Background: an optimization exercise with open tools, aiming at small area, a short achievable clock period and few clock cycles. Do not read the settings as production practice.
Where RTL was checked, it was by simulation tests only, not by an equivalence proof against the original.
For runs 1, 2 and 5, only the layout was checked, not whether the RTL still works.
Power figures rest on the tool's default switching activity, not on a simulated workload.

==> flow/design.v (outline; a module is shown in full before it is edited, if it fits) <==
// module MulPP: 3045 lines
// module MulFin: 249 lines
// module RegisterFile: 20 lines
// module CPU: 241 lines
module CPU(input  logic        clk_i, rst_i,
           output logic [63:0] imem_addr_o,
           input  logic [31:0] imem_data_i,
           output logic        dmem_we_o, dmem_re_o,
           output logic [2:0]  dmem_funct3_o,
           output logic [63:0] dmem_addr_o, dmem_wdata_o,
           input  logic [63:0] dmem_rdata_i,
           output logic        wb_we_o,
           output logic [4:0]  wb_rd_o,
           output logic [63:0] wb_data_o);
  // ...
==> flow/flow/run.sh <==
#!/bin/bash
# The standard synthesis, then the standard layout (standard.sh) with these changes:
#  - the delay cells (clkdlybuf4s*, dlygate*, dlymetal*) are kept out of the layout steps,
#    so the port buffers and the resizer's buffers are plain buffers;
#  - the resizer's timing repair (after CTS and after global routing) works to a setup
#    margin, so that paths end well inside the clock period (the SDC is the standard flow's, unchanged).
set -euo pipefail
PLATFORM_DONT_USE="sky130_fd_sc_hd__probe_p_8 sky130_fd_sc_hd__probec_p_8 sky130_fd_sc_hd__lpflow_bleeder_1 sky130_fd_sc_hd__lpflow_clkbufkapwr_1 sky130_fd_sc_hd__lpflow_clkbufkapwr_16 sky130_fd_sc_hd__lpflow_clkbufkapwr_2 sky130_fd_sc_hd__lpflow_clkbufkapwr_4 sky130_fd_sc_hd__lpflow_clkbufkapwr_8 sky130_fd_sc_hd__lpflow_clkinvkapwr_1 sky130_fd_sc_hd__lpflow_clkinvkapwr_16 sky130_fd_sc_hd__lpflow_clkinvkapwr_2 sky130_fd_sc_hd__lpflow_clkinvkapwr_4 sky130_fd_sc_hd__lpflow_clkinvkapwr_8 sky130_fd_sc_hd__lpflow_decapkapwr_12 sky130_fd_sc_hd__lpflow_decapkapwr_3 sky130_fd_sc_hd__lpflow_decapkapwr_4 sky130_fd_sc_hd__lpflow_decapkapwr_6 sky130_fd_sc_hd__lpflow_decapkapwr_8 sky130_fd_sc_hd__lpflow_inputiso0n_1 sky130_fd_sc_hd__lpflow_inputiso0p_1 sky130_fd_sc_hd__lpflow_inputiso1n_1 sky130_fd_sc_hd__lpflow_inputiso1p_1 sky130_fd_sc_hd__lpflow_inputisolatch_1 sky130_fd_sc_hd__lpflow_isobufsrc_1 sky130_fd_sc_hd__lpflow_isobufsrc_16 sky130_fd_sc_hd__lpflow_isobufsrc_2 sky130_fd_sc_hd__lpflow_isobufsrc_4 sky130_fd_sc_hd__lpflow_isobufsrc_8 sky130_fd_sc_hd__lpflow_isobufsrckapwr_16 sky130_fd_sc_hd__lpflow_lsbuf_lh_hl_isowell_tap_1 sky130_fd_sc_hd__lpflow_lsbuf_lh_hl_isowell_tap_2 sky130_fd_sc_hd__lpflow_lsbuf_lh_hl_isowell_tap_4 sky130_fd_sc_hd__lpflow_lsbuf_lh_isowell_4 sky130_fd_sc_hd__lpflow_lsbuf_lh_isowell_tap_1 sky130_fd_sc_hd__lpflow_lsbuf_lh_isowell_tap_2 sky130_fd_sc_hd__lpflow_lsbuf_lh_isowell_tap_4"
EXTRA_DONT_USE="sky130_fd_sc_hd__clkdlybuf4s* sky130_fd_sc_hd__dlygate* sky130_fd_sc_hd__dlymetal*"
MARGIN=$(cat flow/margin.txt)
bash standard.sh synth > synth.log 2>&1
bash standard.sh "DONT_USE_CELLS=$PLATFORM_DONT_USE $EXTRA_DONT_USE" "SETUP_SLACK_MARGIN=$MARGIN" finish > layout.log 2>&1
==> flow/flow/margin.txt <==
11
==> flow/standard.sh <==
#!/bin/bash
# synth_recipe.tcl (not shown) runs the flow's synth.tcl, then flattens the netlist and writes it again
# the make line also repeats each setting of config.mk as NAME=value (left out here)
make -C /OpenROAD-flow-scripts/flow DESIGN_CONFIG=/design/flow/config.mk WORK_HOME=/design/flow/orfs CLKGATE_MAP_FILE= SYNTH_SCRIPT=/design/flow/synth_recipe.tcl "${@:-finish}"
==> flow/config.mk <==
export PLATFORM = sky130hd
export DESIGN_NAME = CPU
export DESIGN_NICKNAME = CPU
export VERILOG_FILES = /design/flow/design.v
export SDC_FILE = /design/flow/constraint.sdc
export NUM_CORES = 8
export LEC_CHECK = 0
export CAP_MARGIN = 40
export CORE_MARGIN = 2
export CORE_UTILIZATION = 40
export CTS_CLUSTER_DIAMETER = 100
export CTS_CLUSTER_SIZE = 30
export SLEW_MARGIN = 60
==> flow/constraint.sdc <==
create_clock -name core_clock -period 16.0 [get_ports {clk_i}]
set_input_delay 3.2000 -clock core_clock [delete_from_list [all_inputs] [get_ports {clk_i}]]
set_output_delay 3.2000 -clock core_clock [all_outputs]
set_load 0.01 [all_outputs]
==> run notes, run 1 <==
Combinational Power Share=16.6%; Int Pwr=12000 uW; DR pass1 iterations=17; crit path time final=5.04 ns; share of the yosys chip area belonging to registers=roughly 48%; Seq. pwr=10300 uW; post-synthesis xor/xnor area fraction=under 10%; cts bufs inserted=139; Post-route DRC=0; Setup crit end kind=output pin; clkbuf count=between 200 and 250; multiplexer share of the synthesized area=0.461%; Metal-1 WL=approximately 280 mm; met2 routed WL=approximately 320 mm; global placement routability congestion=0.997; crit path max-delay cell type=dfxtp_1; vias in the first global route=135k; multi-input combinational area share=a little over two fifths; leading cell types in the layout, fill and taps excluded=edfxtp_1, a22oi_1, fa_1; status=no timing/DRC/antenna violations; htree depth=4; worst hold endpoint=e_alt_lo[12]$_DFF_P_; maximum clock path buffer count=4; largest cell class by area=sequential cells; Netlist cell types=between 100 and 150; Yosys warnings=3; Post-Synth Simple-Gate Area=6.46%; synthesized area=~0.17 mm^2; Hold Path Stages=0; Max Used Layer=met5
==> run 2: changes to the inputs <==
--- a/flow/config.mk
+++ b/flow/config.mk
@@ -8,6 +8,4 @@
 export CAP_MARGIN = 40
 export CORE_MARGIN = 2
 export CORE_UTILIZATION = 40
-export CTS_CLUSTER_DIAMETER = 100
-export CTS_CLUSTER_SIZE = 30
 export SLEW_MARGIN = 60
==> run 2 against run 1 <==
Compared with the run above: wire length is 0.51% higher; count of clock-buffer cells in the layout is 238 higher; sequential share of layout area is 1.4 points lower; global-route usage is 0.28 points higher; synthesized cell count stayed put; worst setup slack better by 0.049 ns; fmax is 0.98% higher; clock power is 68% higher; design area is 3.3% higher; critical path type unchanged; highest routed layer unchanged.
==> run notes, run 2 <==
status=no timing/DRC/antenna violations (unchanged); fin crit share=31.2% (was 31.5%); post-route ant nets=0 (unchanged); pre-CTS setup slack=9.65 ns (unchanged); FF-to-FF path depth=13 (was 10); Crit path arrival time=1.79 ns (was 1.84 ns); Hold Path Stages=0 (unchanged); I/O Pins=365 (unchanged); Setup Skew=0.109 ns (was 0.136 ns); most frequent cell after synthesis=edfxtp_1 (unchanged); Final Hold Viols=0 (unchanged); slew margin rel.=25.5% (was 37.1%); area grow syn2layout=14.9% (was 11.2%); crit path cell chain=buf_1 (was buf_2); Max Cap Viol=0 (unchanged); cts bufs inserted=328 (was 139); worst-path maximum fanout=6 (was 5); CTS tree=done (unchanged); Setup TNS=0 ns (unchanged); Worst VDD drop=0.113 mV (was 0.0967 mV); Sink Count=2993 (unchanged); final setup violation count=0 (unchanged); Cell Count, Final, Fillers Out=20.4k (was 20.1k); Die ar.=0.425 mm^2 (unchanged); top cells by count, synth=edfxtp_1, a22oi_1, clkbuf_1, dfxtp_1, fa_1 (unchanged); initial drt markers=32.2k (about the same); initial antenna violation count=63 (was 60); Critical Path Start=m_res[11]$_DFF_P_ (was m_res[12]$_DFF_P_); DR pass1 iterations=16 (was 17); Skew-Pair Late Insertion Delay=1.01 ns (was 1.02 ns); largest registers=rf.regs (1984), m_pp (247) (unchanged); Yosys warnings=3 (unchanged); synthesized area=0.168 mm^2 (unchanged); synthesized instance count=14.4k (unchanged); final core utilization=46.2% (was 44.7%); Post-route DRC=0 (unchanged); Min-Delay Path Class=flip-flop to flip-flop (unchanged); drt wl/cell=40.4 um (was 40.9 um); Clock Tree Root=clkbuf_16 (unchanged); fill count=37.5k (was 38.0k); via count=145k (was 144k); Fmax achieved=0.201 GHz (was 0.199 GHz); Critical Path RT=12.80 ns (about the same); r2r endpoint=m_pp[242]$_DFF_P_ (was m_pp[238]$_DFF_P_); ys async rst share=0% (unchanged); drt total wl=825 mm (was 821 mm); Int Pwr=14600 uW (was 12000 uW); switching share of total power=31.1% (was 33.6%); crit path time final=4.99 ns (was 5.04 ns); maximum clock path buffer count=4 (unchanged); syn avg cell area=11.7 um^2 (unchanged); Final Power=21200 uW (was 18000 uW); Lkg Pwr=0.0687 uW (was 0.0657 uW); Initial Util=40.2% (unchanged); slowest stage delay, CP=0.53 ns (was 0.51 ns); grt ovf=0 (unchanged); Post-synth EDFFs=2093 (unchanged); Post-DP HPWL=538 mm (unchanged); #FFs+latches synth=2993 (unchanged); Reg-to-Reg Start=e_mul$_DFF_P_ (was e_a[18]$_DFF_P_); register with the most flip-flops=rf.regs (unchanged); count of pins over their slew limit=0 (unchanged); worst hold endpoint=m_f3[2]$_DFF_P_ (was e_alt_lo[12]$_DFF_P_); final worst slack=11.01 ns (was 10.97 ns); Synth area leaders=edfxtp_1, dfxtp_1, fa_1, a22oi_1, xor2_1 (unchanged); vias in the first global route=138k (was 135k); Setup crit end kind=output pin (unchanged); r2r setup slk=11.02 ns (about the same); Inst Count DP=19.6k (unchanged); share of the yosys chip area belonging to registers=48.2% (unchanged); Worst Tran Pin Value=1.12 ns (was 0.944 ns); RSZ-0062 raised after global routing=true (unchanged); Clock Pin Slew Worst Setup and Hold Paths=0.06 ns (was 0.12 ns); Die Span X=652 um (unchanged); Die H=652 um (unchanged); cell family with most CP delay=flip-flops (unchanged); global placement routability congestion=0.997 (unchanged); pin count of the biggest net entering global routing=75 (unchanged); htree depth=5 (was 4); Buffers on Ports=362 (unchanged); crit path buf inv count=1 (unchanged); GR Util All Layers=37.5% (was 37.2%); Combinational Power Share=14.1% (was 16.6%); power per cell area=110 mW/mm^2 (was 96.4 mW/mm^2); top-area cell type share of the netlist area=37.4% (unchanged); Netlist cell types=101 (unchanged); layout cells sized above 1=12.1% (was 10.3%); crit path max-delay cell type=dfxtp_4 (was dfxtp_1); Crit Path Class=flip-flop to output pin (unchanged); # hold bufs at CTS=0 (unchanged); max reg flops=1984 (unchanged); Core Area=0.417 mm^2 (unchanged); startpoint type of the worst setup path=flip-flop (unchanged); routed vias/inst=7.09 (was 7.15); sequential share of power=48.7% (was 57.4%); leading cell types in the layout, fill and taps excluded=edfxtp_1, a22oi_1, fa_1 (unchanged); first-pass GRT wire length=1120 mm (was 1110 mm); Final nets=15.9k (was 15.7k); hold_sp=e_f3[2]$_DFF_P_ (was d_alt_lo[12]$_DFFE_PN_); num rows=237 (unchanged); post-synth top area cell=edfxtp_1 (unchanged); P_sw=6600 uW (was 6040 uW); Most used DFF post-synth=edfxtp_1 (unchanged); clock network power share=37.2% (was 26.0%); most common cell after layout, fill and taps aside=edfxtp_1 (unchanged)
## run 2: cell type report
cell class / count / area, um^2 / share of cell area [%]
multi-input cells: 9262 / 80600 / 41.8
flip-flops and latches: 2993 / 81400 / 42.2
diodes: 98 / 245 / 0.127
well taps: 5497 / 6880 / 3.57
clock buffers: 439 / 9130 / 4.73
inverters: 818 / 3090 / 1.60
clock inverters: 157 / 1740 / 0.901
repair buffers: 1157 / 9740 / 5.05
## run 2: worst max-delay path by stage
stage | slack (ns) | end | cells past startpoint
final | 11.01 | dmem_addr_o[11] | 1
after global routing | 10.92 | pc_adj[0]$_SDFFE_PP0P_ | 18
after CTS | 10.88 | m_res[60]$_DFF_P_ | 18
after detailed placement | 9.65 | pc_lo[13]$_SDFFE_PP0P_ | 17
after global placement | 8.60 | m_res[60]$_DFF_P_ | 17
after floorplan | 10.29 | pc_adj[1]$_SDFFE_PP0P_ | 18
## run 2: kinds of logic after synthesis
kind of cell,share of synthesized area (%)
XOR/XNOR,7.18
adder cells (fa/ha/maj),13.2
other,0.00223
AO/OA/AOI/OAI,19.7
buffers and inverters,4.73
flip-flops,48.2
AND/OR/NAND/NOR,6.46
multiplexers,0.461
## run 2: power by group through the flow
stage | sequential, uW | clock (uW) | combinational (uW)
after detailed placement | 10400 | 0 | 2780
after global placement | 10400 | 0 | 2680
after floorplan | 10100 | 0 | 1070
after CTS | 10200 | 7860 | 2800
after global routing | 10300 | 8150 | 3090
final | 10300 | 7890 | 2980
## run 2: per-stage QoR
step,instance area [um^2],hold slack (ns)
after global routing,193000,0.333
after CTS,191000,0.328
after detailed placement,180000,0.313
final,193000,0.327
after global placement,174000,0.313
after floorplan,168000,0.310
## run 2: layer usage
layer	global-route usage [%]	routed length [um]	vias to the layer above
met2	50.2	317000	15400
met5	0.498	771	-
li1	-	-	54700
met1	48.0	284000	71100
met3	16.0	146000	3527
met4	26.9	77400	34
## run 2: repair_timing
item | in CTS | in global routing
pin swaps | 13 | 47
endpoints found under the setup margin | 205 | 110
resized for setup | 121 | 113
setup buffers | 29 | 32
gates cloned | 1 | 3
## run 2: worst register-to-register path: stages (launching register included)
cell	delay, ns
dfxtp_4	0.47
buf_12	0.24
and2_4	0.38
buf_2	0.41
a22oi_1	0.14
xnor2_1	0.16
ha_1	0.29
inv_1	0.04
fa_1	0.57
fa_1	0.49
fa_1	0.63
inv_1	0.07
fa_1	0.56
fa_1	0.44
==> module CPU, before the edit <==
module CPU(input  logic        clk_i, rst_i,
           output logic [63:0] imem_addr_o,
           input  logic [31:0] imem_data_i,
           output logic        dmem_we_o, dmem_re_o,
           output logic [2:0]  dmem_funct3_o,
           output logic [63:0] dmem_addr_o, dmem_wdata_o,
           input  logic [63:0] dmem_rdata_i,
           output logic        wb_we_o,
           output logic [4:0]  wb_rd_o,
           output logic [63:0] wb_data_o);
    logic [13:2]  pc_lo;
    logic [63:14] pc_hi;
    logic [1:0]   pc_adj;         
    logic         d_v;
    logic [31:0]  d_ins;
    logic [31:1]  d_rs1oh, d_rs2oh;
    logic         d_pred;
    logic [13:2]  d_alt_lo;
    logic [1:0]   d_alt_adj;
    logic         e_v;
    logic [63:0]  e_a, e_sd;
    logic [11:0]  e_imm;
    logic         e_fa_m, e_fa_w, e_fa_r, e_fs_m, e_fs_w, e_fs_r, e_fb_m, e_fb_w, e_fb_r, e_fb_i;
    logic         e_sub, e_and, e_or, e_mul;
    logic         e_ld, e_st, e_br, e_wr;
    logic [4:0]   e_rd;
    logic [2:0]   e_f3;
    logic         e_beq, e_bne, e_blt, e_bge;
    logic         e_pred;
    logic [13:2]  e_alt_lo;
    logic [1:0]   e_alt_adj;
    logic [31:0]  e_one, e_two, e_neg;
    logic         m_wr, m_ld, m_mul, m_we, m_re;
    logic [4:0]   m_rd;
    logic [2:0]   m_f3;
    logic [63:0]  m_res, m_sd;
    logic         w_wr;
    logic [4:0]   w_rd;
    logic [31:1]  w_oh;
    logic [63:0]  w_data;
    logic [63:0]  w_out;          
    logic [31:0] ins;
    assign ins = imem_data_i;
    assign imem_addr_o = {pc_hi, pc_lo, 2'b00};
    logic        f_immok, f_isbr, f_same, f_pred, f_busy, f_hold;
    logic [13:2] f_off;           
    logic [14:2] f_seq, f_tgt;    
    logic [1:0]  f_seq_adj, f_tgt_adj;
    logic [31:1] f_rs1oh, f_rs2oh;
    assign f_busy  = pc_adj != 2'b00;
    assign f_hold  = (d_v && d_ins[6:2] == 5'b11000) || (e_v && e_br);
    assign f_immok = ins[1:0] == 2'b11;
    assign f_isbr  = ins[6:2] == 5'b11000;
    assign f_off   = f_immok ? {ins[31], ins[7], ins[30:25], ins[11:8]} : 12'b0;
    assign f_same  = ins[19:15] == ins[24:20];
    always_comb begin
        if (f_same)
            f_pred = (ins[14:12] == 3'b000) || (ins[14:12] == 3'b101) || (ins[14:12] == 3'b111);
        else
            f_pred = (f_off[13] || ins[14:12] == 3'b001 || ins[14:12] == 3'b101 || ins[14:12] == 3'b111)
                     && ins[14:13] != 2'b01;
        f_pred = f_pred && f_isbr && !(f_off == 12'd1);
    end
    assign f_seq     = {1'b0, pc_lo} + 13'd1;
    assign f_seq_adj = {1'b0, f_seq[14]};
    assign f_tgt     = {1'b0, pc_lo} + {1'b0, f_off};
    assign f_tgt_adj = f_off[13] ? {~f_tgt[14], 1'b0} : {1'b0, f_tgt[14]};
    always_comb begin
        for (int i = 1; i < 32; i++) begin
            f_rs1oh[i] = ins[19:15] == i[4:0];
            f_rs2oh[i] = ins[24:20] == i[4:0];
        end
    end
    logic [4:0]  d_op, d_rs1, d_rs2, d_rd;
    logic [2:0]  d_f3;
    logic [6:0]  d_f7;
    logic        d_immok, d_r, d_i, d_ld, d_st, d_br, d_alu, d_mul, d_wr, d_use1, d_use2, d_useimm;
    logic [11:0] d_imm;
    logic [63:0] d_rf1, d_rf2, d_v1, d_v2, d_op2;
    logic [31:0] d_one, d_two, d_neg;
    logic        d_byp1, d_byp2;
    logic        stall;
    assign d_op    = d_ins[6:2];
    assign d_rs1   = d_ins[19:15];
    assign d_rs2   = d_ins[24:20];
    assign d_rd    = d_ins[11:7];
    assign d_f3    = d_ins[14:12];
    assign d_f7    = d_ins[31:25];
    assign d_immok = d_ins[1:0] == 2'b11;
    assign d_r     = d_op == 5'b01100;
    assign d_i     = d_op == 5'b00100;
    assign d_ld    = d_op == 5'b00000;
    assign d_st    = d_op == 5'b01000;
    assign d_br    = d_op == 5'b11000 && !(d_immok && {d_ins[31], d_ins[7], d_ins[30:25], d_ins[11:8]} == 12'd1);
    assign d_alu   = d_r | d_i;
    assign d_mul   = d_alu && d_f7 == 7'b0000001 && d_f3 == 3'b000;
    assign d_wr    = (d_alu | d_ld) && d_rd != 5'd0;
    assign d_use1  = d_alu | d_ld | d_st | d_br;
    assign d_use2  = d_r | d_st | d_br;
    assign d_useimm = d_i | d_ld | d_st;
    assign d_imm   = !d_immok ? 12'd0 : d_st ? {d_ins[31:25], d_ins[11:7]} : d_ins[31:20];
    RegisterFile rf(.clk_i, .we_i(w_oh), .wd_i(w_data),
                    .rs1_i(d_rs1oh), .rs2_i(d_rs2oh), .rd1_o(d_rf1), .rd2_o(d_rf2));
    assign d_byp1 = |(w_oh & d_rs1oh);
    assign d_byp2 = |(w_oh & d_rs2oh);
    assign d_v1 = d_byp1 ? w_data : d_rf1;
    assign d_v2 = d_byp2 ? w_data : d_rf2;
    assign d_op2 = d_useimm ? {{52{d_imm[11]}}, d_imm} : d_v2;
    always_comb begin
        for (int k = 0; k < 32; k++) begin
            logic b2, b1, b0;
            b2 = d_op2[2*k+1];
            b1 = d_op2[2*k];
            b0 = (k == 0) ? 1'b0 : d_op2[2*k-1];
            d_one[k] = b1 ^ b0;
            d_two[k] = (b2 & ~b1 & ~b0) | (~b2 & b1 & b0);
            d_neg[k] = b2 & ~(b1 & b0);
        end
    end
    assign stall = d_v && (
                   (e_v && e_wr && (e_ld || e_mul) &&
                    ((d_use1 && d_rs1 == e_rd) || (d_use2 && d_rs2 == e_rd))) ||
                   (d_mul && e_v && e_wr &&
                    ((d_use1 && d_rs1 == e_rd) || (d_use2 && d_rs2 == e_rd))) ||
                   (d_mul && m_wr &&
                    ((d_use1 && d_rs1 == m_rd) || (d_use2 && d_rs2 == m_rd))));
    logic d_fa_m, d_fa_w, d_fs_m, d_fs_w;
    assign d_fa_m = e_v && e_wr && e_rd == d_rs1;
    assign d_fa_w = !d_fa_m && m_wr && m_rd == d_rs1;
    assign d_fs_m = e_v && e_wr && e_rd == d_rs2;
    assign d_fs_w = !d_fs_m && m_wr && m_rd == d_rs2;
    logic [63:0] x_a, x_b, x_s, x_sum, x_res, x_op2;
    logic        x_eq, x_ltu, x_taken, x_redir;
    assign x_a = ({64{e_fa_m}} & m_res) | ({64{e_fa_w}} & w_data) | ({64{e_fa_r}} & e_a);
    assign x_s = ({64{e_fs_m}} & m_res) | ({64{e_fs_w}} & w_data) | ({64{e_fs_r}} & e_sd);
    assign x_b = ({64{e_fb_m}} & m_res) | ({64{e_fb_w}} & w_data) | ({64{e_fb_r}} & e_sd) |
                 ({64{e_fb_i}} & {{52{e_imm[11]}}, e_imm});
    assign x_op2 = e_sub ? ~x_b : x_b;
    assign x_sum = x_a + x_op2 + {63'd0, e_sub};
    always_comb begin
        x_res = x_sum;
        if (e_and) x_res = x_a & x_b;
        if (e_or)  x_res = x_a | x_b;
    end
    assign x_eq  = x_a == x_s;
    assign x_ltu = x_a < x_s;
    assign x_taken = (e_beq & x_eq) | (e_bne & ~x_eq) | (e_blt & x_ltu) | (e_bge & ~x_ltu);
    assign x_redir = e_v && e_br && (x_taken != e_pred);
    logic [246:0] x_pp, m_pp;
    MulPP mul_pp(.a(e_a & {64{e_mul}}), .one(e_one), .two(e_two), .neg(e_neg), .pp(x_pp));
    logic [63:0] m_prod;
    MulFin mul_fin(.pp(m_pp), .p(m_prod));
    assign dmem_we_o     = m_we;
    assign dmem_re_o     = m_re;
    assign dmem_funct3_o = m_f3;
    assign dmem_addr_o   = m_res;
    assign dmem_wdata_o  = m_sd;
    assign wb_we_o   = w_wr;
    assign wb_rd_o   = w_rd;
    assign wb_data_o = w_out;
    always_ff @(posedge clk_i) begin
        if (rst_i) begin
            pc_lo  <= 12'd0;
            pc_hi  <= 50'd0;
            pc_adj <= 2'b00;
        end else if (x_redir) begin
            pc_lo  <= e_alt_lo;
            pc_adj <= e_alt_adj;
        end else if (f_busy) begin
            if (!f_hold) begin
                pc_hi  <= pc_adj[0] ? pc_hi + 50'd1 : pc_hi - 50'd1;
                pc_adj <= 2'b00;
            end
        end else if (!stall) begin
            pc_lo  <= f_pred ? f_tgt[13:2] : f_seq[13:2];
            pc_adj <= f_pred ? f_tgt_adj : f_seq_adj;
        end
        if (rst_i || x_redir)
            d_v <= 1'b0;
        else if (!stall)
            d_v <= !f_busy;
        if (!stall) begin
            d_ins     <= ins;
            d_rs1oh   <= f_rs1oh;
            d_rs2oh   <= f_rs2oh;
            d_pred    <= f_pred;
            d_alt_lo  <= f_pred ? f_seq[13:2] : f_tgt[13:2];
            d_alt_adj <= f_pred ? f_seq_adj : f_tgt_adj;
        end
        e_v    <= !rst_i && !x_redir && d_v && !stall;
        e_a    <= d_v1;
        e_sd   <= d_v2;
        e_imm  <= d_imm;
        e_fa_m <= d_fa_m;
        e_fa_w <= d_fa_w;
        e_fa_r <= !d_fa_m && !d_fa_w;
        e_fs_m <= d_fs_m;
        e_fs_w <= d_fs_w;
        e_fs_r <= !d_fs_m && !d_fs_w;
        e_fb_m <= !d_useimm && d_fs_m;
        e_fb_w <= !d_useimm && d_fs_w;
        e_fb_r <= !d_useimm && !d_fs_m && !d_fs_w;
        e_fb_i <= d_useimm;
        e_sub  <= d_alu && d_f7 == 7'b0100000 && d_f3 == 3'b000;
        e_and  <= d_alu && d_f7 == 7'b0000000 && d_f3 == 3'b111;
        e_or   <= d_alu && d_f7 == 7'b0000000 && d_f3 == 3'b110;
        e_mul  <= d_mul;
        e_one  <= d_mul ? d_one : 32'd0;
        e_two  <= d_mul ? d_two : 32'd0;
        e_neg  <= d_mul ? d_neg : 32'd0;
        e_ld   <= d_ld;
        e_st   <= d_st;
        e_br   <= d_br;
        e_wr   <= d_wr;
        e_rd   <= d_rd;
        e_f3   <= d_f3;
        e_beq  <= d_f3 == 3'b000;
        e_bne  <= d_f3 == 3'b001;
        e_blt  <= d_f3 == 3'b100 || d_f3 == 3'b110;
        e_bge  <= d_f3 == 3'b101 || d_f3 == 3'b111;
        e_pred <= d_pred;
        e_alt_lo  <= d_alt_lo;
        e_alt_adj <= d_alt_adj;
        m_wr  <= e_v && e_wr;
        m_we  <= e_v && e_st;
        m_re  <= e_v && e_ld;
        m_ld  <= e_ld;
        m_mul <= e_mul;
        m_rd  <= e_rd;
        m_f3  <= e_f3;
        m_res <= x_res;
        m_sd  <= x_s;
        m_pp  <= x_pp;
        w_wr   <= !rst_i && m_wr;
        w_rd   <= m_rd;
        for (int i = 1; i < 32; i++)
            w_oh[i] <= !rst_i && m_wr && m_rd == i[4:0];
        w_data <= m_ld ? dmem_rdata_i : m_mul ? m_prod : m_res;
        w_out  <= (m_ld ? dmem_rdata_i : m_mul ? m_prod : m_res) & {64{m_wr}};
    end
endmodule
==> run 3: changes to the inputs <==
--- a/flow/design.v
+++ b/flow/design.v
@@ -3350,6 +3350,7 @@
     logic [4:0]   m_rd;
     logic [2:0]   m_f3;
     logic [63:0]  m_res, m_sd;
+    logic [63:0]  m_addr;         
     logic         w_wr;
     logic [4:0]   w_rd;
     logic [31:1]  w_oh;
@@ -3419,8 +3420,11 @@
                     .rs1_i(d_rs1oh), .rs2_i(d_rs2oh), .rd1_o(d_rf1), .rd2_o(d_rf2));
     assign d_byp1 = |(w_oh & d_rs1oh);
     assign d_byp2 = |(w_oh & d_rs2oh);
-    assign d_v1 = d_byp1 ? w_data : d_rf1;
-    assign d_v2 = d_byp2 ? w_data : d_rf2;
+    logic d_mbyp1, d_mbyp2;
+    assign d_mbyp1 = m_wr && !m_ld && !m_mul && m_rd == d_rs1;
+    assign d_mbyp2 = m_wr && !m_ld && !m_mul && m_rd == d_rs2;
+    assign d_v1 = d_mbyp1 ? m_res : d_byp1 ? w_data : d_rf1;
+    assign d_v2 = d_mbyp2 ? m_res : d_byp2 ? w_data : d_rf2;
     assign d_op2 = d_useimm ? {{52{d_imm[11]}}, d_imm} : d_v2;
     always_comb begin
         for (int k = 0; k < 32; k++) begin
@@ -3438,7 +3442,7 @@
                     ((d_use1 && d_rs1 == e_rd) || (d_use2 && d_rs2 == e_rd))) ||
                    (d_mul && e_v && e_wr &&
                     ((d_use1 && d_rs1 == e_rd) || (d_use2 && d_rs2 == e_rd))) ||
-                   (d_mul && m_wr &&
+                   (d_mul && m_wr && (m_ld || m_mul) &&
                     ((d_use1 && d_rs1 == m_rd) || (d_use2 && d_rs2 == m_rd))));
     logic d_fa_m, d_fa_w, d_fs_m, d_fs_w;
     assign d_fa_m = e_v && e_wr && e_rd == d_rs1;
@@ -3469,7 +3473,7 @@
     assign dmem_we_o     = m_we;
     assign dmem_re_o     = m_re;
     assign dmem_funct3_o = m_f3;
-    assign dmem_addr_o   = m_res;
+    assign dmem_addr_o   = m_addr;
     assign dmem_wdata_o  = m_sd;
     assign wb_we_o   = w_wr;
     assign wb_rd_o   = w_rd;
@@ -3545,6 +3549,8 @@
         m_rd  <= e_rd;
         m_f3  <= e_f3;
         m_res <= x_res;
+        if (e_ld || e_st)
+            m_addr <= x_sum;
         m_sd  <= x_s;
         m_pp  <= x_pp;
         w_wr   <= !rst_i && m_wr;
--- a/flow/config.mk
+++ b/flow/config.mk
@@ -8,4 +8,6 @@
 export CAP_MARGIN = 40
 export CORE_MARGIN = 2
 export CORE_UTILIZATION = 40
+export CTS_CLUSTER_DIAMETER = 100
+export CTS_CLUSTER_SIZE = 28
 export SLEW_MARGIN = 60
==> run 3 against run 2 <==
Compared with the run above: synthesized cell count grew 3.5%; wire length grew 4.0%; area after synthesis is 2.2% higher; sequential power hardly changed; largest power group unchanged; clock power fell by 39%; sequential share of layout area is 1.3 points higher.
==> run notes, run 3 <==
Setup Skew=0.0910 ns (was 0.109 ns); Initial Util=40.2% (about the same); drt total wl=859 mm (was 825 mm); syn avg cell area=11.5 um^2 (was 11.7 um^2); Core Area=0.427 mm^2 (was 0.417 mm^2); Design Area, Final=0.191 mm^2 (was 0.193 mm^2); top-area cell type share of the netlist area=37.8% (was 37.4%); Fmax achieved=0.198 GHz (was 0.201 GHz); Worst VDD drop=0.118 mV (was 0.113 mV); pin count of the biggest net entering global routing=90 (was 75); synthesized instance count=14.9k (was 14.4k); WL met3=140 mm (was 146 mm); hold_sp=e_f3[0]$_DFF_P_ (was e_f3[2]$_DFF_P_); crit path time final=5.04 ns (was 4.99 ns); first-pass GRT wire length=1160 mm (was 1120 mm); initial antenna violation count=69 (was 63); Most used DFF post-synth=edfxtp_1 (unchanged); largest registers=rf.regs (1984), m_pp (247) (unchanged); Post-DP Area=0.184 mm^2 (was 0.180 mm^2); maximum clock path buffer count=4 (unchanged); Min-Delay Path Class=flip-flop to flip-flop (unchanged); drt wl/cell=41.4 um (was 40.4 um); Die Span X=659 um (was 652 um); met2 routed WL=338 mm (was 317 mm); grt ovf=0 (unchanged); slew margin rel.=51.7% (was 25.5%); Final nets=16.2k (was 15.9k); RSZ-0062 raised after global routing=true (unchanged); post-synth top area cell=edfxtp_1 (unchanged); synthesized area=0.172 mm^2 (was 0.168 mm^2); Crit Path Class=primary input to flip-flop (was flip-flop to output pin); Lkg Pwr=0.0682 uW (was 0.0687 uW); Sink Count=3057 (was 2993); FF-to-FF path depth=17 (was 13); vias in the first global route=141k (was 138k); htree depth=4 (was 5); Setup crit end kind=flip-flop (was output pin); #FFs+latches synth=3057 (was 2993); GR Util All Layers=38.2% (was 37.5%); Metal-1 WL=297 mm (was 284 mm); r2r endpoint=m_pp[246]$_DFF_P_ (was m_pp[242]$_DFF_P_); worst hold endpoint=m_f3[0]$_DFF_P_ (was m_f3[2]$_DFF_P_); Post-synth EDFFs=2157 (was 2093); leading cell types in the layout, fill and taps excluded=edfxtp_1, a22oi_1, nand2_1 (was edfxtp_1, a22oi_1, fa_1); DR pass1 iterations=14 (was 16); Setup TNS=0 ns (unchanged); Critical Path RT=16.82 ns (was 12.80 ns); layout cells sized above 1=10.7% (was 12.1%); share of the yosys chip area belonging to registers=48.3% (was 48.2%); worst hold slack=0.338 ns (was 0.327 ns); startpoint type of the worst setup path=primary input (was flip-flop); Die ar.=0.434 mm^2 (was 0.425 mm^2); register with the most flip-flops=rf.regs (unchanged); area grow syn2layout=11.5% (was 14.9%); Crit path arrival time=5.87 ns (was 1.79 ns); most frequent cell after synthesis=edfxtp_1 (unchanged); status=no timing/DRC/antenna violations (unchanged); Final Power=18800 uW (was 21200 uW); top cells by count, synth=edfxtp_1, a22oi_1, clkbuf_1, nand2_1, dfxtp_1 (was edfxtp_1, a22oi_1, clkbuf_1, dfxtp_1, fa_1); via count=148k (was 145k); Hold Path Stages=0 (unchanged); max reg flops=1984 (unchanged); initial drt markers=30.8k (was 32.2k); fill count=39.4k (was 37.5k); num rows=240 (was 237); Die H=659 um (was 652 um); Post-DP HPWL=579 mm (was 538 mm); r2r setup slk=11.01 ns (was 11.02 ns); power per cell area=98.1 mW/mm^2 (was 110 mW/mm^2); Post-route DRC=0 (unchanged); most common cell after layout, fill and taps aside=edfxtp_1 (unchanged); routed vias/inst=7.12 (was 7.09); fin crit share=31.5% (was 31.2%); Worst Tran Pin Value=0.725 ns (was 1.12 ns); ys async rst share=0% (unchanged); count of pins over their slew limit=0 (unchanged); Synth area leaders=edfxtp_1, dfxtp_1, fa_1, a22oi_1, xor2_1 (unchanged); Netlist cell types=92 (was 101); Clock Tree Root=clkbuf_16 (unchanged); Final Hold Viols=0 (unchanged); Clock Pin Slew Worst Setup and Hold Paths=0.11 ns (was 0.06 ns); Buffers on Ports=362 (unchanged); cts bufs inserted=151 (was 328); final setup violation count=0 (unchanged); Max Cap Viol=0 (unchanged); I/O Pins=365 (unchanged); Skew-Pair Late Insertion Delay=1.01 ns (about the same); Yosys warnings=3 (unchanged); global placement routability congestion=1.02 (was 0.997); CTS tree=done (unchanged); post-route ant nets=0 (unchanged); worst-path maximum fanout=5 (was 6); Max Used Layer=met5 (unchanged); Reg-to-Reg Start=e_mul$_DFF_P_ (unchanged)
==> run 3: cell families after synthesis <==
| logic type | share of synthesized area [%] |
|---|---|
| mux | 0.414 |
| fa+ha+maj | 13.0 |
| flops | 48.3 |
| xor+xnor | 7.01 |
| buf+inv | 4.70 |
| other cells | 0.00219 |
| compound gates | 19.6 |
| simple gates | 7.08 |
==> run 3: per-layer routing <==
metal | up-vias | track usage (%)
met1 | 73100 | 48.1
met5 | - | 0.964
li1 | 56000 | -
met2 | 14900 | 52.4
met3 | 3700 | 15.1
met4 | 56 | 29.0
==> run 3: worst max-delay path, cell delays in order <==
cell and delay (ns):
buf_12 0.10, buf_6 0.11, buf_1 0.12, and3_1 0.20
ha_1 0.31, inv_1 0.12, a21oi_2 0.06, o21ai_2 0.14
buf_2 0.15, a21oi_2 0.07, o21ai_2 0.15, a21oi_2 0.08
o21a_2 0.23, o41ai_4 0.28, buf_6 0.16, nor3_4 0.04
a2111oi_4 0.28, nor3_1 0.08
==> run 3: metrics by stage <==
stage               util, %  std cells  worst slack, ns
finish                 44.8      20800            10.96
global route           44.8      20700            10.79
CTS                    44.4      20600            10.92
detailed placement     43.1      20300             9.46
global placement       41.8      20100             9.25
floorplan                 -      14900            10.21
==> run 3: where the power goes <==
group / switching (uW) / total [uW] / internal [uW]
clock: 2910 / 4850 / 1940
combinational: 2450 / 3270 / 826
sequential: 1110 / 10600 / 9530
total: 6470 / 18800 / 12300
==> run 3: final cells by class <==
cell class / instances / area [um^2] / area share (%)
tap: 5687 / 7120 / 3.72
inverter: 800 / 3030 / 1.58
multi-input combinational: 9667 / 83000 / 43.4
antenna: 74 / 185 / 0.0968
timing repair buffer: 1225 / 9900 / 5.18
clock buffer: 202 / 4100 / 2.14
sequential: 3057 / 83300 / 43.5
clock inverter: 48 / 766 / 0.400
==> run 3: what timing repair did <==
item,CTS,global route
buffers inserted,38,47
cloned,0,5
pin swaps,24,30
hold buffers,0,0
resized for setup,96,135
setup endpoints to repair,165,133
hold endpoints to repair,0,0
==> run 3: worst max-delay path by stage <==
stage | to | depth (start not counted) | from | slack (ns)
2_1_floorplan | pc_lo[12]$_SDFFE_PP0P_ | 17 | imem_data_i[1] | 10.21
3_3_place_gp | pc_lo[13]$_SDFFE_PP0P_ | 16 | imem_data_i[0] | 9.25
3_5_place_dp | pc_lo[13]$_SDFFE_PP0P_ | 16 | imem_data_i[0] | 9.46
4_1_cts | pc_adj[1]$_SDFFE_PP0P_ | 18 | imem_data_i[1] | 10.92
5_1_grt | pc_adj[1]$_SDFFE_PP0P_ | 19 | imem_data_i[0] | 10.79
6_report | pc_adj[0]$_SDFFE_PP0P_ | 18 | imem_data_i[1] | 10.96
Testbench counts of run 3, summed over its fixed seeds: cycles 45,344.
==> run 4: changes to the inputs <==
--- a/flow/config.mk
+++ b/flow/config.mk
@@ -8,6 +8,6 @@
 export CAP_MARGIN = 40
 export CORE_MARGIN = 2
 export CORE_UTILIZATION = 40
-export CTS_CLUSTER_DIAMETER = 100
-export CTS_CLUSTER_SIZE = 28
+export CTS_CLUSTER_DIAMETER = 80
+export CTS_CLUSTER_SIZE = 20
 export SLEW_MARGIN = 60
==> run 4 against run 3 <==
Compared with the run above: utilization grew 0.25 points; via count grew 0.20%; worst hold slack lost 0.014 ns; largest cell class unchanged; design area grew 0.55%.
==> run notes, run 4 <==
sequential share of power=55.1% (was 56.7%); largest registers=rf.regs (1984), m_pp (247) (unchanged); FF-to-FF path depth=15 (was 17); status=no timing/DRC/antenna violations (unchanged); Worst VDD drop=0.126 mV (was 0.118 mV); crit path cell chain=buf_12 > and3_4 > ha_4 > inv_2 > fa_2 > nor2b_2 > o21ai_2 > a21oi_2 > o21ai_2 > a21oi_2 > o21ai_1 > a21oi_1 > o21a_2 > buf_1 > buf_6 > or3_4 > a31oi_4 > a2111oi_4 > a31o_1 (was buf_12 > buf_6 > buf_1 > and3_1 > ha_1 > inv_1 > a21oi_2 > o21ai_2 > buf_2 > a21oi_2 > o21ai_2 > a21oi_2 > o21a_2 > o41ai_4 > buf_6 > nor3_4 > a2111oi_4 > nor3_1); Inst Count DP=20.3k (unchanged); Core Area=0.427 mm^2 (unchanged); Die Span X=659 um (unchanged); final setup violation count=0 (unchanged); Lkg Pwr=0.0687 uW (was 0.0682 uW); Buffers on Ports=362 (unchanged); Cell Count, Final, Fillers Out=20.8k (about the same); CTS tree=done (unchanged); global placement routability congestion=1.02 (unchanged); Setup crit end kind=flip-flop (unchanged); Min-Delay Path Class=flip-flop to flip-flop (unchanged); top cells by count, synth=edfxtp_1, a22oi_1, clkbuf_1, nand2_1, dfxtp_1 (unchanged); hold_sp=e_f3[0]$_DFF_P_ (unchanged); GR Util All Layers=38.3% (was 38.2%); Post-DP HPWL=579 mm (unchanged); crit path max-delay cell type=or3_4 (was ha_1); Fmax achieved=0.193 GHz (was 0.198 GHz); Die ar.=0.434 mm^2 (unchanged); Clock Pin Slew Worst Setup and Hold Paths=0.08 ns (was 0.11 ns); synthesized area=0.172 mm^2 (unchanged); ys async rst share=0% (unchanged); slew margin rel.=30.7% (was 51.7%); I/O Pins=365 (unchanged); Crit path arrival time=6.10 ns (was 5.87 ns); routed vias/inst=7.11 (was 7.12); Int Pwr=12800 uW (was 12300 uW); worst hold endpoint=m_f3[0]$_DFF_P_ (unchanged); clock network power share=28.0% (was 25.8%); share of the yosys chip area belonging to registers=48.3% (unchanged); RSZ-0062 raised after global routing=true (unchanged); Setup TNS=0 ns (unchanged); most frequent cell after synthesis=edfxtp_1 (unchanged); htree depth=4 (unchanged); Synth area leaders=edfxtp_1, dfxtp_1, fa_1, a22oi_1, xor2_1 (unchanged); Post-synth EDFFs=2157 (unchanged); leading cell types in the layout, fill and taps excluded=edfxtp_1, a22oi_1, nand2_1 (unchanged); #FFs+latches synth=3057 (unchanged); Final nets=16.3k (was 16.2k); Clock Tree Root=clkbuf_16 (unchanged); Post-route DRC=0 (unchanged); post-route ant nets=0 (unchanged); Hold Path Stages=0 (unchanged); maximum clock path buffer count=4 (unchanged); Worst Tran Pin Value=1.04 ns (was 0.725 ns); Critical Path RT=16.91 ns (was 16.82 ns); via count=148k (about the same); pin count of the biggest net entering global routing=90 (unchanged); Initial Util=40.2% (unchanged); slowest stage delay, CP=0.35 ns (was 0.31 ns); fill count=39.3k (was 39.4k); power per cell area=100 mW/mm^2 (was 98.1 mW/mm^2); FF/Latch Area=0.0833 mm^2 (about the same); Reg-to-Reg Start=e_mul$_DFF_P_ (unchanged); P_sw=6580 uW (was 6470 uW); Netlist cell types=92 (unchanged); DR pass1 iterations=17 (was 14); cts bufs inserted=196 (was 151); r2r setup slk=11.02 ns (was 11.01 ns); Post-DP Area=0.184 mm^2 (unchanged); Max Cap Viol=0 (unchanged); drt total wl=861 mm (was 859 mm); syn avg cell area=11.5 um^2 (unchanged); switching share of total power=34.0% (was 34.5%); synthesized instance count=14.9k (unchanged); vias in the first global route=141k (about the same); first-pass GRT wire length=1160 mm (about the same); top-area cell type share of the netlist area=37.8% (unchanged); initial drt markers=31.0k (was 30.8k); Die H=659 um (unchanged); Design Area, Final=0.192 mm^2 (was 0.191 mm^2); worst-path maximum fanout=5 (unchanged); final worst slack=10.81 ns (was 10.96 ns); fin crit share=32.4% (was 31.5%); layout cells sized above 1=10.9% (was 10.7%); Crit Path Class=primary input to flip-flop (unchanged); Final Hold Viols=0 (unchanged); Setup Skew=0.112 ns (was 0.0910 ns); pre-CTS setup slack=9.46 ns (unchanged); Skew-Pair Late Insertion Delay=1.06 ns (was 1.01 ns); area grow syn2layout=12.2% (was 11.5%); drt wl/cell=41.4 um (about the same); Yosys warnings=3 (unchanged); register with the most flip-flops=rf.regs (unchanged); num rows=240 (unchanged); grt ovf=0 (unchanged); worst hold slack=0.325 ns (was 0.338 ns); initial antenna violation count=71 (was 69); Combinational Power Share=16.9% (was 17.4%); most common cell after layout, fill and taps aside=edfxtp_1 (unchanged); Critical Path Start=imem_data_i[1] (unchanged); crit path time final=5.19 ns (was 5.04 ns); count of pins over their slew limit=0 (unchanged); startpoint type of the worst setup path=primary input (unchanged); Most used DFF post-synth=edfxtp_1 (unchanged); r2r endpoint=m_pp[194]$_DFF_P_ (was m_pp[246]$_DFF_P_); max reg flops=1984 (unchanged); footprint of the multi-input gates=0.0830 mm^2 (about the same); post-synth top area cell=edfxtp_1 (unchanged); Sink Count=3057 (unchanged)
==> run 4: power groups by stage <==
stage	registers, uW	logic (uW)	clock network (uW)
global route	10500	3340	5640
CTS	10500	3060	5380
detailed placement	10700	3040	0
global placement	10700	2900	0
floorplan	10300	1180	0
finish	10600	3270	5410
==> run 4: routing by layer <==
layer	vias to the layer above	share of wire, %	GRT usage (%)
met4	54	9.7	29.2
met2	14900	39	52.5
met5	-	0.098	0.465
met3	3840	17	15.8
met1	73200	34	47.7
li1	56100	-	-
==> run 4: worst max-delay path by stage <==
stage / slack (ns) / end
2_1_floorplan: 10.21 / pc_lo[12]$_SDFFE_PP0P_
4_1_cts: 11.00 / pc_lo[12]$_SDFFE_PP0P_
5_1_grt: 10.71 / pc_adj[0]$_SDFFE_PP0P_
3_5_place_dp: 9.46 / pc_lo[13]$_SDFFE_PP0P_
3_3_place_gp: 9.25 / pc_lo[13]$_SDFFE_PP0P_
6_report: 10.81 / pc_lo[12]$_SDFFE_PP0P_
==> run 4: logic make-up (layout without fill, tap and decap cells) <==
logic type	Yosys count	count (layout)	share of synthesized area [%]
compound gates	4435	4435	19.6
mux	70	70	0.414
flops	3057	3057	48.3
fa+ha+maj	1239	1239	13.0
other cells	1	68	0.00219
xor+xnor	1372	1372	7.01
simple gates	2545	2549	7.08
buf+inv	2139	2334	4.70
==> run 4: layout make-up <==
type	count	share of cell area, %
Sequential cell	3057	43.3
Multi-Input combinational cell	9667	43.1
Timing Repair Buffer	1219	5.13
Tap cell	5687	3.70
Clock buffer	261	2.71
Inverter	800	1.57
Clock inverter	54	0.377
Antenna cell	66	0.0858
==> run 4: critical path, delay by kind of cell <==
kind	cells	cell delay (ns)
AOI/OAI and AO/OA	10	1.59
and+or+nand+nor	3	0.58
buffers and inverters	4	0.37
adders and majority gates	2	0.36
==> run 4: timing repair <==
action / in CTS / in global routing
endpoints found under the hold margin: 0 / 0
resized for setup: 96 / 127
hold buffers: 0 / 0
gates cloned: 0 / 6
pin swaps: 19 / 35
setup buffers: 29 / 52
setup endpoints to repair: 183 / 114
==> run 4: metrics by stage <==
stage               util (%)  power, uW
global placement        41.8      13600
floorplan                  -      11500
finish                  45.1      19300
detailed placement      43.1      13700
global route            45.0      19500
CTS                     44.6      18900
==> run 5: changes to the inputs <==
--- a/flow/design.v
+++ b/flow/design.v
@@ -3329,7 +3329,6 @@
     logic [1:0]   pc_adj;         
     logic         d_v;
     logic [31:0]  d_ins;
-    logic [31:1]  d_rs1oh, d_rs2oh;
     logic         d_pred;
     logic [13:2]  d_alt_lo;
     logic [1:0]   d_alt_adj;
@@ -3363,7 +3362,7 @@
     logic [13:2] f_off;           
     logic [14:2] f_seq, f_tgt;    
     logic [1:0]  f_seq_adj, f_tgt_adj;
-    logic [31:1] f_rs1oh, f_rs2oh;
+    logic [31:1] d_rs1oh, d_rs2oh;
     assign f_busy  = pc_adj != 2'b00;
     assign f_hold  = (d_v && d_ins[6:2] == 5'b11000) || (e_v && e_br);
     assign f_immok = ins[1:0] == 2'b11;
@@ -3384,8 +3383,8 @@
     assign f_tgt_adj = f_off[13] ? {~f_tgt[14], 1'b0} : {1'b0, f_tgt[14]};
     always_comb begin
         for (int i = 1; i < 32; i++) begin
-            f_rs1oh[i] = ins[19:15] == i[4:0];
-            f_rs2oh[i] = ins[24:20] == i[4:0];
+            d_rs1oh[i] = d_ins[19:15] == i[4:0];
+            d_rs2oh[i] = d_ins[24:20] == i[4:0];
         end
     end
     logic [4:0]  d_op, d_rs1, d_rs2, d_rd;
@@ -3501,8 +3500,6 @@
             d_v <= !f_busy;
         if (!stall) begin
             d_ins     <= ins;
-            d_rs1oh   <= f_rs1oh;
-            d_rs2oh   <= f_rs2oh;
             d_pred    <= f_pred;
             d_alt_lo  <= f_pred ? f_seq[13:2] : f_tgt[13:2];
             d_alt_adj <= f_pred ? f_seq_adj : f_tgt_adj;
--- a/flow/config.mk
+++ b/flow/config.mk
@@ -8,6 +8,6 @@
 export CAP_MARGIN = 40
 export CORE_MARGIN = 2
 export CORE_UTILIZATION = 40
-export CTS_CLUSTER_DIAMETER = 80
-export CTS_CLUSTER_SIZE = 20
+export CTS_CLUSTER_DIAMETER = 100
+export CTS_CLUSTER_SIZE = 28
 export SLEW_MARGIN = 60
==> run 5 against run 4 <==
Compared with the run above: critical path depth fell by 18; wire length fell by 1.5%; via count fell by 0.70%; register-to-register slack got worse by 0.12 ns; fmax rose by 1.7%; critical path type is now flip-flop to output pin; sequential power barely moved; design area fell by 1.3%; global-route usage barely moved; sequential cell count fell by 62; total power fell by 4.5%; combinational power barely moved; still clean on timing, DRC and antenna; first-iteration DRC count rose by 8.6%.
==> run notes, run 5 <==
Min-Delay Path Class=flip-flop to flip-flop (unchanged); Synth area leaders=edfxtp_1, dfxtp_1, fa_1, a22oi_1, xor2_1 (unchanged); Combinational Power Share=17.7% (was 16.9%); final worst slack=10.90 ns (was 10.81 ns); Setup TNS=0 ns (unchanged); Max Cap Viol=0 (unchanged); syn avg cell area=11.4 um^2 (was 11.5 um^2); routed vias/inst=7.05 (was 7.11); top cells by count, synth=a22oi_1, edfxtp_1, clkbuf_1, nand2_1, dfxtp_1 (was edfxtp_1, a22oi_1, clkbuf_1, nand2_1, dfxtp_1); pre-CTS setup slack=9.68 ns (was 9.46 ns); post-route ant nets=0 (unchanged); slew margin rel.=30.8% (was 30.7%); fill count=39.2k (was 39.3k); GR Util All Layers=38.3% (about the same); crit path buf inv count=1 (was 4); crit path time final=5.10 ns (was 5.19 ns); Fmax achieved=0.196 GHz (was 0.193 GHz); Core Area=0.423 mm^2 (was 0.427 mm^2); FF-to-FF path depth=16 (was 15); layout cells sized above 1=10.7% (was 10.9%); Inst Count DP=20.4k (was 20.3k); largest registers=rf.regs (1984), m_pp (247) (unchanged); share of the yosys chip area belonging to registers=47.7% (was 48.3%); Critical Path RT=12.80 ns (was 16.91 ns); Clock Pin Slew Worst Setup and Hold Paths=0.11 ns (was 0.08 ns); ys async rst share=0% (unchanged); Worst Tran Pin Value=1.04 ns (about the same); Post-route DRC=0 (unchanged); #FFs+latches synth=2995 (was 3057); clock network power share=25.9% (was 28.0%); pin count of the biggest net entering global routing=75 (was 90); final setup violation count=0 (unchanged); most frequent cell after synthesis=a22oi_1 (was edfxtp_1); critical path depth=1 (was 19); Sink Count=2995 (was 3057); grt ovf=0 (unchanged); Yosys warnings=3 (unchanged); post-synth top area cell=edfxtp_1 (unchanged); drt wl/cell=40.6 um (was 41.4 um); RSZ-0062 raised after global routing=true (unchanged); Post-DP HPWL=568 mm (was 579 mm); P_sw=6310 uW (was 6580 uW); cell family with most CP delay=flip-flops (was compound AO/OA/AOI/OAI gates); via count=147k (was 148k); first-pass GRT wire length=1140 mm (was 1160 mm); Setup crit end kind=output pin (was flip-flop); crit path max-delay cell type=edfxtp_1 (was or3_4); Clock Tree Root=clkbuf_16 (unchanged); FF/Latch Area=0.0814 mm^2 (was 0.0833 mm^2); switching share of total power=34.2% (was 34.0%); Most used DFF post-synth=edfxtp_1 (unchanged); fin crit share=31.9% (was 32.4%); Post-synth EDFFs=2095 (was 2157); Netlist cell types=90 (was 92); final core utilization=44.9% (was 45.1%); area grow syn2layout=12.1% (was 12.2%); Cell Count, Final, Fillers Out=20.9k (was 20.8k); Final nets=16.3k (about the same); Int Pwr=12100 uW (was 12800 uW); most common cell after layout, fill and taps aside=a22oi_1 (was edfxtp_1); vias in the first global route=138k (was 141k); Die Span X=655 um (was 659 um); worst-path maximum fanout=2 (was 5); max reg flops=1984 (unchanged); I/O Pins=365 (unchanged); Worst VDD drop=0.0849 mV (was 0.126 mV); leading cell types in the layout, fill and taps excluded=a22oi_1, edfxtp_1, nand2_1 (was edfxtp_1, a22oi_1, nand2_1); status=no timing/DRC/antenna violations (unchanged); initial drt markers=33.7k (was 31.0k); Crit path arrival time=1.90 ns (was 6.10 ns); num rows=239 (was 240); startpoint type of the worst setup path=flip-flop (was primary input); drt total wl=848 mm (was 861 mm); sequential share of power=56.4% (was 55.1%); slowest stage delay, CP=0.72 ns (was 0.35 ns); Lkg Pwr=0.0679 uW (was 0.0687 uW); Initial Util=40.1% (was 40.2%); initial antenna violation count=76 (was 71); maximum clock path buffer count=4 (unchanged); Crit Path Class=flip-flop to output pin (was primary input to flip-flop); Setup Skew=0.115 ns (was 0.112 ns); synthesized area=0.169 mm^2 (was 0.172 mm^2); synthesized instance count=14.9k (about the same); Die ar.=0.429 mm^2 (was 0.434 mm^2); power per cell area=97.1 mW/mm^2 (was 100 mW/mm^2); htree depth=4 (unchanged); footprint of the multi-input gates=0.0828 mm^2 (was 0.0830 mm^2); Skew-Pair Late Insertion Delay=1.05 ns (was 1.06 ns); CTS tree=done (unchanged); DR pass1 iterations=13 (was 17); Hold Path Stages=0 (unchanged); cts bufs inserted=147 (was 196); crit path cell chain=buf_6 (was buf_12 > and3_4 > ha_4 > inv_2 > fa_2 > nor2b_2 > o21ai_2 > a21oi_2 > o21ai_2 > a21oi_2 > o21ai_1 > a21oi_1 > o21a_2 > buf_1 > buf_6 > or3_4 > a31oi_4 > a2111oi_4 > a31o_1); Die H=655 um (was 659 um); worst hold slack=0.338 ns (was 0.325 ns); Final Hold Viols=0 (unchanged); count of pins over their slew limit=0 (unchanged); global placement routability congestion=1.06 (was 1.02); top-area cell type share of the netlist area=37.1% (was 37.8%); # hold bufs at CTS=0 (unchanged); register with the most flip-flops=rf.regs (unchanged); Buffers on Ports=362 (unchanged)
## run 5: changes by cell type in the layout (fill, tap and decap cells not counted), moves of 45 or more
cell,before,now
a22oi_1,1827,2379
a22o_1,633,348
a221oi_1,527,252
xor2_1,736,811
buf_8,50,118
edfxtp_1,2157,2095
nor2_4,6,64
a21oi_1,350,404
diode_2,66,120
clkbuf_16,201,156
## run 5: worst paths after layout
| check | slack, ns | start | to |
|---|---|---|---|
| hold reg to reg | 0.34 | e_f3[1]$_DFF_P_ | m_f3[1]$_DFF_P_ |
| hold / removal | 0.34 | e_f3[1]$_DFF_P_ | m_f3[1]$_DFF_P_ |
| setup / recovery | 10.90 | m_addr[36]$_DFFE_PP_ | dmem_addr_o[36] |
| setup reg to reg | 10.90 | d_ins[21]$_DFFE_PN_ | e_one[6]$_SDFF_PN0_ |
## run 5: per-layer routing
| layer | global-route usage [%] | up-vias | wire length, um |
|---|---|---|---|
| li1 | - | 55900 | - |
| met1 | 49.8 | 71900 | 294000 |
| met2 | 49.9 | 15900 | 320000 |
| met3 | 16.4 | 3378 | 152000 |
| met4 | 28.3 | 52 | 81100 |
| met5 | 0.362 | - | 571 |
## run 5: final cells by class
class                      count  share of cell area [%]
clock buffer                 189                    2.11
tap                         5663                    3.73
multi-input combinational   9771                    43.6
inverter                     821                    1.63
antenna                      120                   0.158
sequential                  2995                    42.9
clock inverter                54                   0.410
timing repair buffer        1252                    5.53
## run 5: kinds of logic (layout without fill, tap and decap cells)
family	count (synthesis)	count (layout)	share of synthesized area, %
compound gates	4452	4452	19.4
xor+xnor	1390	1390	7.18
fa+ha+maj	1239	1239	13.1
buf+inv	2144	2316	4.79
flops	2995	2995	47.7
mux	64	64	0.383
other cells	1	122	0.00221
simple gates	2621	2624	7.43
## run 5: timing repair
item / CTS / global route
setup endpoints to repair: 227 / 155
pin swaps: 16 / 33
gates resized for setup: 91 / 106
cloned: 2 / 5
buffers inserted: 20 / 38
## run 5: through the flow
step | instance area (um^2) | power, uW
floorplan | 170000 | 11300
global placement | 177000 | 13300
detailed placement | 183000 | 13500
CTS | 188000 | 18100
global route | 190000 | 18700
finish | 190000 | 18500
## run 5: power groups by stage
stage,clock [uW],sequential [uW],combinational (uW)
2_1_floorplan,0,10100,1190
3_3_place_gp,0,10500,2840
3_5_place_dp,0,10500,3020
4_1_cts,4750,10300,3040
5_1_grt,4990,10300,3370
6_report,4780,10400,3260

==> what the ideal ports hide <==
Ports are ideal in the flow. The routed layouts listed here were re-timed in OpenROAD.
Step 1 sets driving cells, clkbuf_16 on the clock port and buf_2 on the other inputs (assumed; they add their load-dependent delay and slew).
Step 2, shift: input delay + t, output delay - t, t = (earliest + latest rising clock arrival at the registers) / 2. This alone moves slack from input paths to output paths.
Slacks: no drivers / after step 1 / after step 2; pairs: no drivers / after step 1.
run | t, ns | slack for setup (ns) | worst setup path at the end | worst data-port slew with drivers (ns)
run 1 | 1.075 | 10.965 / 10.836 / 10.017 | input to register | 0.07
run 2 | 1.088 | 11.014 / 10.881 / 10.089 | input to register | 0.07
run 3 | 1.092 | 10.956 / 10.896 / 9.951 | input to register | 0.08
run 4 | 1.123 | 10.810 / 10.850 / 9.727 | input to register | 0.11
run 5 | 1.127 | 10.896 / 10.766 / 10.141 | input to register | 0.13
After both steps setup and hold are still met in every run listed. For run 4, which loses most, drivers alone change the setup slack by +0.040 ns; drivers and shift together by -1.083 ns.
